This is an optimization exercise on Yosys and OpenROAD, whose aim is small area and a short achievable clock period, not a production implementation. Function was checked by simulation only, so behaviour that the tests miss may differ from the original. Power is estimated from default activity; no workload was simulated.

## chip_top
module chip_top
  ( input          clk_i
  , input          reset_i
  , input          v_i
  , input  [31:0]  a_i
  , input  [31:0]  b_i
  , output         v_o
  , output [63:0]  c_o
  );
clock: 7.5 ns
lec_check: 0
cap_margin: 20
core_margin: 2
core_utilization: 60
cts_buf_list: sky130_fd_sc_hd__clkbuf_8
setup_slack_margin: 5.0
slew_margin: 20
standard.sh (not shown) runs the stock make flow with config.mk's settings and CLKGATE_MAP_FILE= SYNTH_SCRIPT=/design/flow/synth_recipe.tcl, a recipe that flattens the netlist after the stock synthesis.
==> flow/flow/run.sh <==
#!/bin/bash
# Layout flow: the standard ORFS flow, with a cleaner synthesis netlist.
#  2. the same synthesis again with one change: Yosys's pre-mapping 'abc -fast'
#     (in synth's fine step) is skipped (-noabc) except on the final adder,
#     so extract_fa maps the RTL's full adders without the inverters abc's
#     restructuring leaves between them.  Everything else (ORFS synth.tcl,
#     synth_recipe.tcl, -nofsm -noshare, flatten, renames, final abc
#     mapping) is unchanged.
#  3. flow/polfix.py removes inverters left between self-dual cells.
#  4. the netlist is used only if its registers (names and cell types) are
#     exactly the standard synthesis's; otherwise the standard one is used.
#  5. bash standard.sh finish for the rest of the layout.
# Each tool's output goes to a log file of its own in this folder.
set -u
R=orfs/results/${FLOW_PLATFORM}/chip_top/base
bash standard.sh synth > 1_synth_standard.log 2>&1 || exit 1
cp $R/1_2_yosys.v $R/1_2_yosys_standard.v

# step 2: same make command as standard.sh, own WORK_HOME and synthesis script
# own synthesis script: synth_recipe.tcl with its first line (the synth
# wrapper) replaced; flow/synth_wrap.tcl adds -noabc to synth's fine step
# and runs 'abc -fast' only on the final adder (the logic between the
# carry-save registers fx_r/fy_r and prod_n), which maps better that way.
{ cat flow/synth_wrap.tcl; tail -n +2 synth_recipe.tcl; } > synth_recipe_noabc.tcl
MK=$(grep -m1 '^make ' standard.sh | sed -e "s#SYNTH_SCRIPT=[^ ]*#SYNTH_SCRIPT=$PWD/synth_recipe_noabc.tcl#" -e "s#WORK_HOME=[^ ]*#WORK_HOME=$PWD/orfs_noabc#" -e 's#"${@:-finish}"#synth#')
echo "$MK" > 1_synth_noabc.cmd
ok=0
if bash -c "$MK" > 1_synth_noabc.log 2>&1; then
  N=orfs_noabc/results/${FLOW_PLATFORM}/chip_top/base/1_2_yosys.v
  if python3 flow/polfix.py $N $R/1_2_yosys_fixed.v > polfix.log 2>&1; then
    python3 - $R/1_2_yosys_standard.v $R/1_2_yosys_fixed.v > regcheck.log 2>&1 <<'PY' && ok=1
import re, sys
def regs(f):
    t = open(f).read()
    return sorted(re.findall(r'\n  (sky130_fd_sc_hd__(?:dfxtp|dfrtp|dfstp|dfbbp|dfrbp|dfxbp|edfxtp|sdf\w*|dl\w*)_\d+)\s+(\S+)', t))
a, b = regs(sys.argv[1]), regs(sys.argv[2])
print('registers: standard %d, new %d' % (len(a), len(b)))
sys.exit(0 if a == b and a else 1)
PY
  fi
fi
if [ $ok = 1 ]; then
  echo "using the -noabc netlist" >> regcheck.log
  cp $R/1_2_yosys_fixed.v $R/1_2_yosys.v
  rm -f $R/1_synth.odb $R/1_synth.sdc
else
  echo "using the standard netlist" >> regcheck.log
fi
bash standard.sh finish > 2_finish.log 2>&1
Other scripts of this flow, unchanged in this note and not shown: flow/flow/polfix.py, flow/flow/synth_wrap.tcl
The baseline passed the timing, DRC and antenna checks.
Rerun with:
--- a/flow/config.mk
+++ b/flow/config.mk
@@ -10,2 +10 @@
-export CORE_UTILIZATION = 60
-export CTS_BUF_LIST = sky130_fd_sc_hd__clkbuf_8
+export CORE_UTILIZATION = 40
After rerunning: Register-to-register slack got worse by 0.06 ns; clock skew stays flat; worst hold slack is better by 0.015 ns; power fell by 1.2%; synthesized area stays the same; flip-flop and latch count does not change; combinational power went down by about 5%.
Rerun with:
--- a/flow/config.mk
+++ b/flow/config.mk
@@ -10 +10,3 @@
-export CORE_UTILIZATION = 40
+export CORE_UTILIZATION = 60
+export CTS_CLUSTER_DIAMETER = 50
+export CTS_CLUSTER_SIZE = 40
After rerunning: The changed run completed with no timing, DRC or antenna violations. Power went up by 2.4%. Setup slack improves by 0.056 ns. Maximum frequency grows by 2.2%. Die area falls by 33%. Final cell count goes down by 9.5%.

== JK ==
chip_top again, from the RTL that the note above started with.
export LEC_CHECK = 0
export CAP_MARGIN = 20
export CORE_MARGIN = 2
export CORE_UTILIZATION = 40
export SETUP_SLACK_MARGIN = 4.8
export SLEW_MARGIN = 20
create_clock -name core_clock -period 7.5 [get_ports {clk_i}]
Scripts as last shown in full above: flow/flow/run.sh
Other scripts of this flow, unchanged in this note and not shown: flow/flow/polfix.py, flow/flow/synth_wrap.tcl
### JK -> MS
--- a/flow/config.mk
+++ b/flow/config.mk
@@ -9,4 +9,4 @@
 export CORE_MARGIN = 2
-export CORE_UTILIZATION = 40
-export SETUP_SLACK_MARGIN = 4.8
+export CORE_UTILIZATION = 60
+export SETUP_SLACK_MARGIN = 5.0
 export SLEW_MARGIN = 20
Findings:
Number of antenna violations at the first check in global routing: MS and JK compared, lower one is JK
Where worst setup slack is concerned, JK is outperformed by MS.
The lower total wirelength of the detailed-routed design of MS and JK is in JK.
MS against JK: detailed-router iteration count before antenna repair higher, final worst-path cycle share dropped 2.5 points, met1 wire length fell 10%.
[MS] critical path depth in cells fell 3 relative to JK
Final instance count without filler cells (MS over JK): decrease, about 9%
Note that the achievable frequency recorded for JK amounts to 0.932 times the value seen in MS.
Here is what was changed in the inputs of AL compared with MS.
--- a/flow/config.mk
+++ b/flow/config.mk
@@ -9,3 +9,5 @@
 export CORE_MARGIN = 2
-export CORE_UTILIZATION = 60
+export CORE_UTILIZATION = 40
+export CTS_CLUSTER_DIAMETER = 60
+export CTS_CLUSTER_SIZE = 24
 export SETUP_SLACK_MARGIN = 5.0
[summary]
Going from MS to AL, peak supply drop has decreased, share of the clock period used by the worst path after layout has increased, post-place setup slack has decreased, HPWL reported at the end of detailed placement has increased. Diff MS -> AL | clock-buffer cell count | down by more than a quarter. Slowest cell on the critical path = dfxtp_2: MS; slowest cell on the critical path = a211o_1: AL. AL against MS: utilization now sits lower, routed wire length now smaller, global-route wire length before repair shrank by 2.5%, starting density of the core moved down. MS → AL: proportion of total power due to net switching shows an increase of 0.86 points, design area shows an increase of 1.4%.
#### Input delta (TR over AL)
--- a/flow/config.mk
+++ b/flow/config.mk
@@ -9,5 +9,4 @@
 export CORE_MARGIN = 2
-export CORE_UTILIZATION = 40
-export CTS_CLUSTER_DIAMETER = 60
-export CTS_CLUSTER_SIZE = 24
+export CORE_UTILIZATION = 70
+export PLACE_DENSITY = 0.78
 export SETUP_SLACK_MARGIN = 5.0
### Flow results
Changes observed in TR relative to AL: footprint of the multi-input gates went down about 0.35%; maximum frequency went up about 3%; total cell area at the placement stage went down about 1.7%; routed length on met1 went down about 17%. Compared with AL, in TR initial core utilization increased 30 points; final core utilization increased 33 points.

chip_top, a different RTL version from the one above (not shown whole).
For scale: about 3800 cells after synthesis, roughly 37000 µm² of cells after synthesis.
Settings: LEC_CHECK=0, ABC_AREA=1, CAP_MARGIN=20, CORE_MARGIN=2, CORE_UTILIZATION=40, SETUP_SLACK_MARGIN=4.8, SLEW_MARGIN=20; clock period 7.5 ns.
==> flow/flow/synth_wrap.tcl <==
proc synth {args} {
  if {[lsearch -exact $args "fine:"] >= 0} {
    yosys synth -nofsm -noshare -noabc {*}$args
    yosys select -set adder w:fx_r w:fy_r %co* w:prod_n %ci* %i
    yosys abc -fast @adder
    yosys opt -fast
  } else {
    yosys synth -nofsm -noshare {*}$args
  }
}
Scripts as last shown in full above: flow/flow/run.sh
Other scripts of this flow, unchanged in this note and not shown: flow/flow/polfix.py
The baseline passed the timing, DRC and antenna checks.
Then changed:
--- a/flow/flow/run.sh
+++ b/flow/flow/run.sh
@@ -4,5 +4,4 @@
-#     (in synth's fine step) is skipped (-noabc) except on the final adder,
-#     so extract_fa maps the RTL's full adders without the inverters abc's
-#     restructuring leaves between them.  Everything else (ORFS synth.tcl,
-#     synth_recipe.tcl, -nofsm -noshare, flatten, renames, final abc
-#     mapping) is unchanged.
+#     (in synth's fine step) is skipped (-noabc), so extract_fa maps the
+#     RTL's full adders without the inverters abc's restructuring leaves
+#     between them.  Everything else (ORFS synth.tcl, synth_recipe.tcl,
+#     -nofsm -noshare, flatten, renames, final abc mapping) is unchanged.
@@ -20,5 +19 @@
-# own synthesis script: synth_recipe.tcl with its first line (the synth
-# wrapper) replaced; flow/synth_wrap.tcl adds -noabc to synth's fine step
-# and runs 'abc -fast' only on the final adder (the logic between the
-# carry-save registers fx_r/fy_r and prod_n), which maps better that way.
-{ cat flow/synth_wrap.tcl; tail -n +2 synth_recipe.tcl; } > synth_recipe_noabc.tcl
+sed '1s/yosys synth -nofsm -noshare /yosys synth -nofsm -noshare -noabc /' synth_recipe.tcl > synth_recipe_noabc.tcl
Settings changed: ABC_AREA 1 to default.
removed: flow/flow/synth_wrap.tcl
After rerunning: Clock-buffer cell count stays the same; cell count is lower by about a fifth; area after synthesis is lower by a few percent; sequential cell count does not change; total power is about the same; via count is lower by roughly a tenth; clock power is higher by roughly a tenth; synthesized cell count is lower by about a fifth.

chip_top with an RTL version that a note above also has.
For scale: roughly 35000 um2 of cells after synthesis.
==> flow/design.v (excerpt) <==
module chip_top
  ( input          clk_i
  , input          reset_i
  , input          v_i
  , input  [31:0]  a_i
  , input  [31:0]  b_i
  , output         v_o
  , output [63:0]  c_o
  );
  reg [31:0] an_r;
  reg onen0;
  reg twon0;
  reg neg0;
  reg onen1;
  reg twon1;
  reg neg1;
  reg onen2;
  reg twon2;
  reg neg2;
  reg onen3;
  reg twon3;
  reg neg3;
  reg onen4;
  reg twon4;
  reg neg4;
  reg onen5;
  reg twon5;
  reg neg5;
  reg onen6;
  reg twon6;
  reg neg6;
  reg onen7;
  reg twon7;
  reg neg7;
  reg onen8;
  reg twon8;
  reg neg8;
  reg onen9;
  reg twon9;
  reg neg9;
  reg onen10;
  reg twon10;
  reg neg10;
  reg onen11;
  reg twon11;
  reg neg11;
  reg onen12;
  reg twon12;
  reg neg12;
  reg onen13;
  reg twon13;
  reg neg13;
  reg onen14;
  reg twon14;
  reg neg14;
  reg onen15;
  reg twon15;
  reg neg15;
  reg b31n;
  reg [3:0] v_r;
  reg [63:0] c_r;
  reg [63:0] fx_r, fy_r;
  wire x1;
  wire x2;
  wire x3;
  wire x4;
  wire x5;
  wire x6;
  wire x7;
  wire x8;
  wire x9;
  wire x10;
  wire x11;
  wire x12;
  wire x13;
  wire x14;
  wire x15;
  wire x16;
  wire x17;
  wire x18;
  wire x19;
  ...
export LEC_CHECK = 0
export CAP_MARGIN = 20
export CORE_MARGIN = 2
export CORE_UTILIZATION = 65
export PLACE_DENSITY = 0.7
export SETUP_SLACK_MARGIN = 5.0
export SLEW_MARGIN = 20
create_clock -name core_clock -period 7.5 [get_ports {clk_i}]
==> flow/flow/run.sh <==
#!/bin/bash
# Layout flow: the standard ORFS flow, with a cleaner synthesis netlist.
#  2. the same synthesis again with one change: Yosys's pre-mapping 'abc -fast'
#     (in synth's fine step) is skipped (-noabc) except on the final adder,
#     so extract_fa maps the RTL's full adders without the inverters abc's
#     restructuring leaves between them.  Everything else (ORFS synth.tcl,
#     synth_recipe.tcl, -nofsm -noshare, flatten, renames, final abc
#     mapping) is unchanged.
#  3. flow/polfix.py removes inverters left between self-dual cells.
#  4. the netlist is used only if its registers (names and cell types) are
#     exactly the standard synthesis's; otherwise the standard one is used.
#  5. bash standard.sh finish for the rest of the layout.
# Each tool's output goes to a log file of its own in this folder.
set -u
R=orfs/results/${FLOW_PLATFORM}/chip_top/base
bash standard.sh synth > 1_synth_standard.log 2>&1 || exit 1
cp $R/1_2_yosys.v $R/1_2_yosys_standard.v

# step 2: same make command as standard.sh, own WORK_HOME and synthesis script
# own synthesis script: synth_recipe.tcl with its first line (the synth
# wrapper) replaced; flow/synth_wrap.tcl adds -noabc to synth's fine step
# and runs 'abc -fast' only on the final adder (the logic between the
# carry-save registers fx_r/fy_r and prod_n), which maps better that way.
{ cat flow/synth_wrap.tcl; tail -n +2 synth_recipe.tcl; } > synth_recipe_noabc.tcl
MK=$(grep -m1 '^make ' standard.sh | sed -e "s#SYNTH_SCRIPT=[^ ]*#SYNTH_SCRIPT=$PWD/synth_recipe_noabc.tcl#" -e "s#WORK_HOME=[^ ]*#WORK_HOME=$PWD/orfs_noabc#" -e 's#"${@:-finish}"#synth#')
echo "$MK" > 1_synth_noabc.cmd
ok=0
if bash -c "$MK" > 1_synth_noabc.log 2>&1; then
  N=orfs_noabc/results/${FLOW_PLATFORM}/chip_top/base/1_2_yosys.v
  if python3 flow/polfix.py $N $R/1_2_yosys_fixed.v > polfix.log 2>&1; then
    python3 - $R/1_2_yosys_standard.v $R/1_2_yosys_fixed.v > regcheck.log 2>&1 <<'PY' && ok=1
import re, sys
def regs(f):
    t = open(f).read()
    return sorted(re.findall(r'\n  (sky130_fd_sc_hd__(?:dfxtp|dfrtp|dfstp|dfbbp|dfrbp|dfxbp|edfxtp|sdf\w*|dl\w*)_\d+)\s+(\S+)', t))
a, b = regs(sys.argv[1]), regs(sys.argv[2])
print('registers: standard %d, new %d' % (len(a), len(b)))
sys.exit(0 if a == b and a else 1)
PY
  fi
fi
if [ $ok = 1 ]; then
  echo "using the -noabc netlist" >> regcheck.log
  cp $R/1_2_yosys_fixed.v $R/1_2_yosys.v
  rm -f $R/1_synth.odb $R/1_synth.sdc
else
  echo "using the standard netlist" >> regcheck.log
fi
bash standard.sh finish > 2_finish.log 2>&1
Other scripts of this flow, unchanged in this note and not shown: flow/flow/polfix.py, flow/flow/synth_wrap.tcl
Edit:
Settings changed: CAP_MARGIN 20 to 0, CORE_UTILIZATION 65 to 60, PLACE_DENSITY 0.7 to default, SLEW_MARGIN 20 to 0.
Global-route usage came out lower by 1.7 points. Synthesized cell count is unchanged. Routed wire length increases by 1.8%. Worst hold slack barely changes. Final cell count climbs by 2.1%.
Edit:
Settings changed: CAP_MARGIN 0 to 20, SLEW_MARGIN 0 to 20, TNS_END_PERCENT from default to 10.
After rerunning: Clock power is about the same; setup slack got worse by 62 ps; synthesized cell count is unchanged.

[re-timing with driven ports]
In the flow no input, the clock included, has a driving cell. The finished layouts below were timed again as built, in two steps. Step 1: set_driving_cell puts a clkbuf_16 on clk_i and a buf_2 on each other input, an assumption about the parent block. Step 2 times the ports against the registers' clock, not the clock port: input delays grow and output delays shrink by t, the midpoint of the rising clock arrivals with the driver on. Slacks: no drivers / after step 1 / after step 2; pairs: no drivers / after step 1.
run	t, ns	setup slack, ns	clock arrival spread, ns	slew at the worst register clock pin (ns)
the first run of note 1	0.783	4.831 / 4.768 / 4.890	0.034 / 0.034	0.07 / 0.07
the second run of note 1	0.667	4.849 / 4.849 / 4.849	0.037 / 0.037	0.07 / 0.07
the third run of note 1	0.699	4.905 / 4.840 / 4.852	0.032 / 0.033	0.09 / 0.09
JK	0.677	4.761 / 4.761 / 4.761	0.035 / 0.036	0.07 / 0.07
MS	0.686	4.947 / 4.882 / 4.882	0.028 / 0.027	0.06 / 0.06
AL	0.717	4.823 / 4.801 / 4.823	0.030 / 0.030	0.09 / 0.09
TR	0.705	4.898 / 4.840 / 4.898	0.019 / 0.020	0.07 / 0.07
the first run of note 3	0.680	4.770 / 4.770 / 4.729	0.028 / 0.029	0.07 / 0.07
the second run of note 3	0.698	4.615 / 4.615 / 4.615	0.021 / 0.021	0.07 / 0.07
the first run of note 4	0.702	4.895 / 4.846 / 4.853	0.027 / 0.026	0.07 / 0.07
the second run of note 4	0.686	4.947 / 4.882 / 4.882	0.028 / 0.027	0.06 / 0.06
the third run of note 4	0.682	4.885 / 4.885 / 4.869	0.032 / 0.032	0.06 / 0.06
After both steps every run listed still meets setup and hold.
